Context: an optimization exercise on an open-source flow, tuned for small area. The choices shown serve that exercise and are no tape-out recipe.
Only simulation tests tie the RTL to the original design; equivalence was not proved.

**design/flow/design.v**
```verilog
module tpumac
 #(parameter BITS_AB=8,
   parameter BITS_C=16)
  (
   input clk, rst_n, WrEn, en,
   input signed [BITS_AB-1:0] Ain,
   input signed [BITS_AB-1:0] Bin,
   input signed [BITS_C-1:0] Cin,
   output reg signed [BITS_AB-1:0] Aout,
   output reg signed [BITS_AB-1:0] Bout,
   output reg signed [BITS_C-1:0] Cout
  );
  reg signed [BITS_C-1:0] Mult;
  reg [BITS_C-1:0] Adder, CMux;
  assign Mult = Ain * Bin;
  assign Adder = Mult + Cout;
  assign CMux = WrEn ? Cin : Adder;
  always@(posedge clk, negedge rst_n) begin
	if (!rst_n) begin
		Aout <= '0;
		Bout <= '0;
		Cout <= '0;
	end
	else if (en) begin
		Aout <= Ain;
		Bout <= Bin;
		Cout <= CMux;
	end
  end
endmodule
```
**design/flow/run.sh**
```bash
#!/bin/bash
# synth_recipe.tcl (not shown) runs the flow's synth.tcl, then flattens the netlist and writes it again
# the make line also repeats each setting of config.mk as NAME=value (left out here)
make -C /OpenROAD-flow-scripts/flow DESIGN_CONFIG=/design/flow/config.mk WORK_HOME=/design/flow/orfs CLKGATE_MAP_FILE= SYNTH_SCRIPT=/design/flow/synth_recipe.tcl finish
```
**design/flow/config.mk**
```make
export PLATFORM = sky130hd
export DESIGN_NAME = tpumac
export DESIGN_NICKNAME = tpumac
export VERILOG_FILES = /design/flow/design.v
export SDC_FILE = /design/flow/constraint.sdc
export NUM_CORES = 4
export LEC_CHECK = 0
export CAP_MARGIN = 20
export CORE_MARGIN = 2
export CORE_UTILIZATION = 40
export SLEW_MARGIN = 20
```
**design/flow/constraint.sdc**
```tcl
create_clock -name core_clock -period 5.2 [get_ports {clk}]
set_input_delay 1.0400 -clock core_clock [delete_from_list [all_inputs] [get_ports {clk}]]
set_output_delay 1.0400 -clock core_clock [all_outputs]
set_load 0.01 [all_outputs]
```
==> impl_results.md, run 1 <==
- Worst Path Required: 5.35 ns
- DR vias: 3080
- Pin count of the biggest net entering global routing: 52
- Worst Skew: 0.009445 ns
- Critical-path cell list: dlygate4sd2_1 -> buf_4 -> and2_1 -> fa_1 -> inv_1 -> fa_1 -> inv_1 -> fa_1 -> inv_1 -> fa_1 -> inv_1 -> ha_1 -> ha_1 -> a21o_1 -> a21o_1 -> a21oi_1 -> a31oi_1 -> xnor2_1 -> o221ai_1
- Via density: 4.709
- Width of the die: 106.3 um
- Global Route Usage Sum: 17.09%
- Non-filler cells in the finished layout: 654
- Gp weighted congestion: 0.7912
- DRC: 0
- Clock latency on the worst-skew pair: 0.30 ns
- Worst-path fanout max: 7
- Hold Fails Final Rpt: 0
- Syn avg cell area: 10.30 um2
- Most common cell after layout, fill and taps aside: inv_1
- Most frequent cells in the layout: 74 x inv_1, 68 x fa_1, 50 x clkdlybuf4s50_1, 45 x buf_4, 35 x ha_1
- Period utilisation layout: 96.88%
- Fin crit period: 5.038 ns
- Synthesized instance count: 406
- Register area: 800.8 um2
- Worst R2R End: Cout[14]
- Setup TNS: 0 ns
- CTS tree: done
- CTS clk-pin slew, worst paths: 0.09 ns
- Max-slew headroom: 32.73%
- ANT cells: 0
- Post-Syn Area: 0.004183 mm2
- # hold bufs at CTS: 0
- Core area: 0.01023 mm2
- Synth warn: 4
- Max-cap viol count: 0
- Largest family of logic cells by synthesized area: adder cells
- Crit. Startpoint: Bin[6]
- FF-to-FF path depth: 17
- Footprint of the multi-input gates: 0.003122 mm2
- End of the critical path: Cout[15]
- Setup Viol. Count Final: 0
- Slew Limit Fails: 0
- P&R area growth vs syn: 30.90%
- Initial antenna violation count: 0
- Clock Sinks: 32
- Distinct cells, synth: 33
- Hold_ws: 0.5103 ns
- Die H: 106.3 um
- Reg2reg start: Cout[4]
- Multiplexer area fraction after synthesis: 6.222%
- Share of cells above drive strength 1: 19.11%
- #FFs+latches synth: 32
- CTS H-tree depth: 2
- Slowest stage delay, CP: 0.51 ns
- Initial Util: 40.88%
- Post-DP HPWL: 7603 um
- HP Class: reg2reg
- Worst setup EP type: register
- Clk root buf: clkbuf_8
- FP Rows: 37
- Placed cells: 645
- Top-Level Pins: 68
- Post-synthesis compound-gate area fraction: 6.581%
- Status: complete, no violations
- DP Worst Slack: -0.6533 ns
- DR iter-0 viols: 62
- Routed len/inst: 13.67 um
- Pre-Repair DR Iteration Count: 4
- Slew @ Worst Pin: 1.006 ns
- Filler cells: 947
- Syn_nets: 550
- Synth Area in XOR/XNOR: 3.978%
- Die outline area: 0.01129 mm2
- Total Nets Final: 661
- Post-Route WL: 8937 um
- Crit-path slowest cell: fa_1
- Final ANT Viol Nets: 0
- CTS max path bufs: 2
- Setup repair after global routing missed its margin: false
- Startpoint Class: input pin
- Sequential area share after synthesis: 19.14%
- Placed Area: 0.005345 mm2
- FF-to-FF setup slack: 0.79 ns
- First-pass GRT wire length: 15210 um
- Number of global-route vias before repair: 3204
- Post-Synth Simple-Gate Area: 11.31%
- Crit path arrival time: 5.18 ns
- Setup WS post-layout: 0.1620 ns
- Design area: 0.005475 mm2
- TritonCTS buffer count: 5
- Port Buf Inserts: 67
- Total grt overflow: 0
- Peak Freq: 198.5 MHz
- Adder-Cell Fraction of Synth Area: 45.05%
- Crit path kind: in2reg
[per-stage QoR]
step	utilization, %
after detailed placement	52.24
after global placement	52.24
after floorplan	-
after global routing	53.52
after CTS	53.27
final	53.52
[worst min-delay path by stage]
stage | from | end | slack (ns) | cells past startpoint
6_report | Aout[3] | Aout[3] | 0.51 | 1
3_5_place_dp | Bout[1] | Bout[1] | 0.50 | 1
2_1_floorplan | Aout[0] | Aout[0] | 0.55 | 1
3_3_place_gp | Aout[3] | Aout[3] | 0.49 | 1
4_1_cts | Bout[2] | Bout[2] | 0.52 | 1
5_1_grt | Aout[3] | Aout[3] | 0.53 | 1
[sequential cells by signal, indices dropped and copies added (netlist names)]
register  cells
Cout         16
Aout          8
Bout          8
[kinds of logic (layout without fill, tap and decap cells)]
| group | after synthesis | in the layout |
|---|---|---|
| adder cells (fa/ha/maj) | 108 | 108 |
| AND/OR/NAND/NOR | 94 | 94 |
| buffers and inverters | 86 | 198 |
| AO/OA/AOI/OAI | 43 | 43 |
| flip-flops | 32 | 32 |
| multiplexers | 24 | 24 |
| XOR/XNOR | 19 | 19 |
[area by class of cell]
| cell class | count | area share [%] |
|---|---|---|
| timing repair buffer | 115 | 18.49 |
| clock buffer | 5 | 1.257 |
| tap | 136 | 3.108 |
| clock inverter | 3 | 0.3428 |
| inverter | 75 | 5.165 |
| multi-input combinational | 288 | 57.02 |
| sequential | 32 | 14.63 |
[timing repair]
action                                  CTS  global route
setup buffers                             1             0
hold endpoints to repair                  0             0
gates cloned                              0             0
pin swaps                                11             8
resized for setup                        48            15
endpoints found under the setup margin    9             7
[critical path, delay by kind of cell]
| family | cells | cell delay (ns) |
|---|---|---|
| compound gates | 5 | 0.67 |
| fa+ha+maj | 6 | 2.52 |
| buf+inv | 6 | 0.60 |
| xor+xnor | 1 | 0.16 |
| simple gates | 1 | 0.18 |
[cell usage after synthesis]
library cell / n / area share, %
a211oi_1: 2 / 0.36
a21o_1: 5 / 0.90
a21oi_1: 17 / 2.0
a21oi_2: 1 / 0.21
a31oi_1: 2 / 0.30
and2_1: 32 / 4.8
and4b_1: 1 / 0.24
buf_1: 4 / 0.36
clkbuf_1: 7 / 0.63
clkinv_1: 1 / 0.090
dfrtp_1: 32 / 19
fa_1: 71 / 34
ha_1: 37 / 11
inv_1: 74 / 6.6
mux2_2: 16 / 4.3
mux2i_1: 8 / 1.9
nand2_1: 26 / 2.3
nand2b_1: 4 / 0.60
nand3_1: 3 / 0.36
nand3b_1: 1 / 0.18
nand4_1: 2 / 0.30
nor2_1: 21 / 1.9
nor3_1: 1 / 0.12
nor4b_1: 1 / 0.21
o211ai_1: 3 / 0.54
o211ai_2: 1 / 0.30
o21ai_0: 6 / 0.72
o21bai_1: 3 / 0.54
o221a_1: 1 / 0.27
o221ai_1: 2 / 0.42
or3_1: 2 / 0.30
xnor2_1: 18 / 3.8
xor2_1: 1 / 0.21
[routing by layer]
| metal | GRT usage [%] | share of wire, % |
|---|---|---|
| met2 | 30.31 | 53 |
| met5 | 0 | 0 |
| met1 | 22.58 | 43 |
| met4 | 2.538 | 0.65 |
| met3 | 2.636 | 3.0 |
==> run 2: changes to the inputs <==
--- a/design/flow/config.mk
+++ b/design/flow/config.mk
@@ -9,3 +9,4 @@
 export CORE_MARGIN = 2
 export CORE_UTILIZATION = 40
+export GPL_TIMING_DRIVEN = 0
 export SLEW_MARGIN = 20
==> run 2 against run 1 <==
Effect of this change: die area is the same; clock skew shrank 0.0040 ns; first-iteration DRC count grew 26%; sequential share of layout area grew 0.86 points; worst hold slack is essentially flat; sequential cell count is the same; via count shrank 2.5%; critical endpoint unchanged; highest routed layer unchanged.
==> impl_results.md, run 2 <==
- Worst Hold Path EP: Aout[3] (unchanged)
- Clock latency on the worst-skew pair: 0.29 ns (was 0.30 ns)
- # hold bufs at CTS: 0 (unchanged)
- Slew Limit Fails: 0 (unchanged)
- Die H: 106.3 um (unchanged)
- Synth area leaders: fa_1 34%, dfrtp_1 19%, ha_1 11% (unchanged)
- Slew @ Worst Pin: 0.6687 ns (was 1.006 ns)
- Setup repair after global routing missed its margin: true (was false)
- Routed len/inst: 14.61 um (was 13.67 um)
- Setup WS post-layout: 0.1709 ns (was 0.1620 ns)
- Post-DP HPWL: 7529 um (was 7603 um)
- FF-to-FF path depth: 16 (was 17)
- Worst setup EP type: register (unchanged)
- Max FFs per register: 16 (unchanged)
- Async S/R FF share, synth: 100.0% (unchanged)
- TritonCTS buffer count: 5 (unchanged)
- Synthesized instance count: 406 (unchanged)
- Port Buf Inserts: 63 (was 67)
- Crit path arrival time: 5.19 ns (was 5.18 ns)
- Startpoint Class: input pin (unchanged)
- Critical-path cell list: buf_4 -> and2_4 -> buf_4 -> fa_1 -> fa_1 -> fa_1 -> fa_1 -> ha_1 -> ha_1 -> or3_1 -> o211ai_1 -> a31oi_1 -> xnor2_1 -> o221ai_1 (was dlygate4sd2_1 -> buf_4 -> and2_1 -> fa_1 -> inv_1 -> fa_1 -> inv_1 -> fa_1 -> inv_1 -> fa_1 -> inv_1 -> ha_1 -> ha_1 -> a21o_1 -> a21o_1 -> a21oi_1 -> a31oi_1 -> xnor2_1 -> o221ai_1)
- Post-Syn Area: 0.004183 mm2 (unchanged)
- Distinct cells, synth: 33 (unchanged)
- Total grt overflow: 0 (unchanged)
- Crit-path slowest cell: fa_1 (unchanged)
- Peak Freq: 198.8 MHz (was 198.5 MHz)
- Slowest stage delay, CP: 0.56 ns (was 0.51 ns)
- DP Worst Slack: -0.9653 ns (was -0.6533 ns)
- DR vias: 3004 (was 3080)
- Largest area contributor in the netlist: fa_1 (unchanged)
- Footprint of the multi-input gates: 0.003117 mm2 (was 0.003122 mm2)
- Initial antenna violation count: 0 (unchanged)
- Share of cells above drive strength 1: 12.45% (was 19.11%)
- CTS H-tree depth: 2 (unchanged)
- Synth Flop Type: dfrtp_1 (unchanged)
- Filler cells: 985 (was 947)
- #FFs+latches synth: 32 (unchanged)
- Synth warn: 4 (unchanged)
- Most frequent cells in the layout: 74 x inv_1, 68 x fa_1, 50 x clkdlybuf4s50_1, 34 x ha_1, 32 x dfrtp_1 (was 74 x inv_1, 68 x fa_1, 50 x clkdlybuf4s50_1, 45 x buf_4, 35 x ha_1)
- FF-to-FF setup slack: 0.75 ns (was 0.79 ns)
- Worst-path fanout max: 9 (was 7)
- HP Class: reg2reg (unchanged)
- Register area: 800.8 um2 (unchanged)
- Setup Viol. Count Final: 0 (unchanged)
- Pre-Repair DR Iteration Count: 4 (unchanged)
- Die outline area: 0.01129 mm2 (unchanged)
- FP Rows: 37 (unchanged)
- Post-synth top area share: 33.98% (unchanged)
- Via density: 4.861 (was 4.709)
- Core area: 0.01023 mm2 (unchanged)
- Gp weighted congestion: 0.8315 (was 0.7912)
- Total Nets Final: 625 (was 661)
- ANT cells: 0 (unchanged)
- Post-synth EDFFs: 0 (unchanged)
- DR iter-0 viols: 78 (was 62)
- Layout Utilization: 50.54% (was 53.52%)
- Global Route Usage Sum: 17.56% (was 17.09%)
- Pin count of the biggest net entering global routing: 18 (was 52)
- Largest Register: Cout (unchanged)
- Fin crit period: 5.029 ns (was 5.038 ns)
- Biggest regs: Cout (16), Aout (8), Bout (8) (unchanged)
- Hold_sp: Aout[3] (unchanged)
- Top-Level Pins: 68 (unchanged)
- First-pass GRT wire length: 15600 um (was 15210 um)
- Reg2reg start: Cout[6] (was Cout[4])
- Max-cap viol count: 0 (unchanged)
- Clk root buf: clkbuf_8 (unchanged)
- Sequential area share after synthesis: 19.14% (unchanged)
- CTS tree: done (unchanged)
- Most frequent cell after synthesis: inv_1 (unchanged)
- Clock Sinks: 32 (unchanged)
- Initial Util: 40.88% (unchanged)
- Number of global-route vias before repair: 3222 (was 3204)
- Period utilisation layout: 96.71% (was 96.88%)
- DRC: 0 (unchanged)
- Worst Path Required: 5.36 ns (was 5.35 ns)
- Syn avg cell area: 10.30 um2 (unchanged)
- P&R area growth vs syn: 23.63% (was 30.90%)
- Worst Skew: 0.005445 ns (was 0.009445 ns)
- Final ANT Viol Nets: 0 (unchanged)
- Crit path kind: in2reg (unchanged)
- Max-slew headroom: 55.42% (was 32.73%)
- CTS max path bufs: 2 (unchanged)
- Critical Path Most Common Cell: fa_1
- WHS Path Cells: 1 (unchanged)
- Most common cell after layout, fill and taps aside: inv_1 (unchanged)
- Syn_nets: 550 (unchanged)
- Hold Fails Final Rpt: 0 (unchanged)
- CTS clk-pin slew, worst paths: 0.08 ns (was 0.09 ns)
- Synth top cells by count: 74 x inv_1, 71 x fa_1, 37 x ha_1 (unchanged)
- Post-Route WL: 9032 um (was 8937 um)
- Width of the die: 106.3 um (unchanged)
- Status: complete, no violations (unchanged)
- Worst R2R End: Cout[10] (was Cout[14])
run 2: changes by cell type in the layout (fill, tap and decap cells not counted), sizes merged:
cell,change
clkdlybuf4s15,-7
dlygate4sd2,-2
clkbuf,+7
buf,-34
run 2: cells by family after synthesis:
group,after synthesis,share of synthesized area (%)
fa+ha+maj,108,45.05
simple gates,94,11.31
flops,32,19.14
buf+inv,86,7.718
compound gates,43,6.581
mux,24,6.222
xor+xnor,19,3.978
run 2: critical path, delay by kind of cell:
family | cells | cell delay (ns)
fa+ha+maj | 6 | 2.57
simple gates | 2 | 0.55
compound gates | 3 | 0.52
buf+inv | 2 | 0.33
xor+xnor | 1 | 0.17
run 2: final cells by class:
cell class	instances	share of cell area [%]
clock buffer	5	1.331
timing repair buffer	68	12.63
multi-input combinational	288	60.27
buffer	11	1.089
clock inverter	3	0.3629
sequential	32	15.49
tap	136	3.291
inverter	75	5.541
run 2: how the worst max path moves through the flow:
stage	start	endpoint	cells after the start
3_5_place_dp	Ain[7]	Cout[13]	16
2_1_floorplan	Ain[6]	Cout[10]	17
3_3_place_gp	Ain[7]	Cout[15]	16
5_1_grt	Ain[7]	Cout[15]	14
4_1_cts	Bin[7]	Cout[13]	15
6_report	Ain[7]	Cout[15]	14
run 2: through the flow:
step	std cells	instance area, um2	setup TNS (ns)	hold slack [ns]
floorplan	406	4200	-0.008672	0.5512
global route	618	5171	-0.02314	0.5269
detailed placement	606	5024	-6.911	0.4956
CTS	615	5125	-0.02212	0.5137
global placement	605	5001	-6.383	0.4882
finish	618	5171	0	0.5100
run 2: timing repair:
item | 4_1_cts | 5_1_grt
buffers inserted | 1 | 3
pin swaps | 4 | 12
gates cloned | 0 | 0
resized for setup | 49 | 46
setup endpoints to repair | 9 | 7
run 2: layer usage:
metal / up-vias / track usage [%] / share of wire [%]
met2: 57 / 31.64 / 53
met5: - / 0 / 0
met4: 0 / 3.477 / 1.0
met3: 6 / 2.207 / 3.5
met1: 1516 / 22.72 / 42
li1: 1425 / - / -

-- static timing again, ports no longer ideal --
Ports are ideal in the flow. The routed layouts listed here were re-timed in OpenROAD.
Step 1 sets driving cells, clkbuf_16 on the clock port and buf_2 on the other inputs (assumed; they add their load-dependent delay and slew).
Step 2 moves the port delays by t, midway between the first and last clock arrival at a register: inputs arrive t later, outputs are due t later. That takes back most of the time a late clock gives input paths.
a / b / c = ideal / step 1 / step 2; a / b = the first two.
run	shift t [ns]	setup WS [ns]	worst data-port slew with drivers (ns)	pins driven straight from the clock port
run 1	0.325	0.162 / 0.174 / -0.151	0.04	1
run 2	0.321	0.171 / 0.180 / -0.141	0.04	1
Met with ideal ports but missed after step 2: setup timing in run 1 and run 2. For run 1, which loses most, drivers alone change the setup slack by +0.012 ns; drivers and shift together by -0.313 ns.
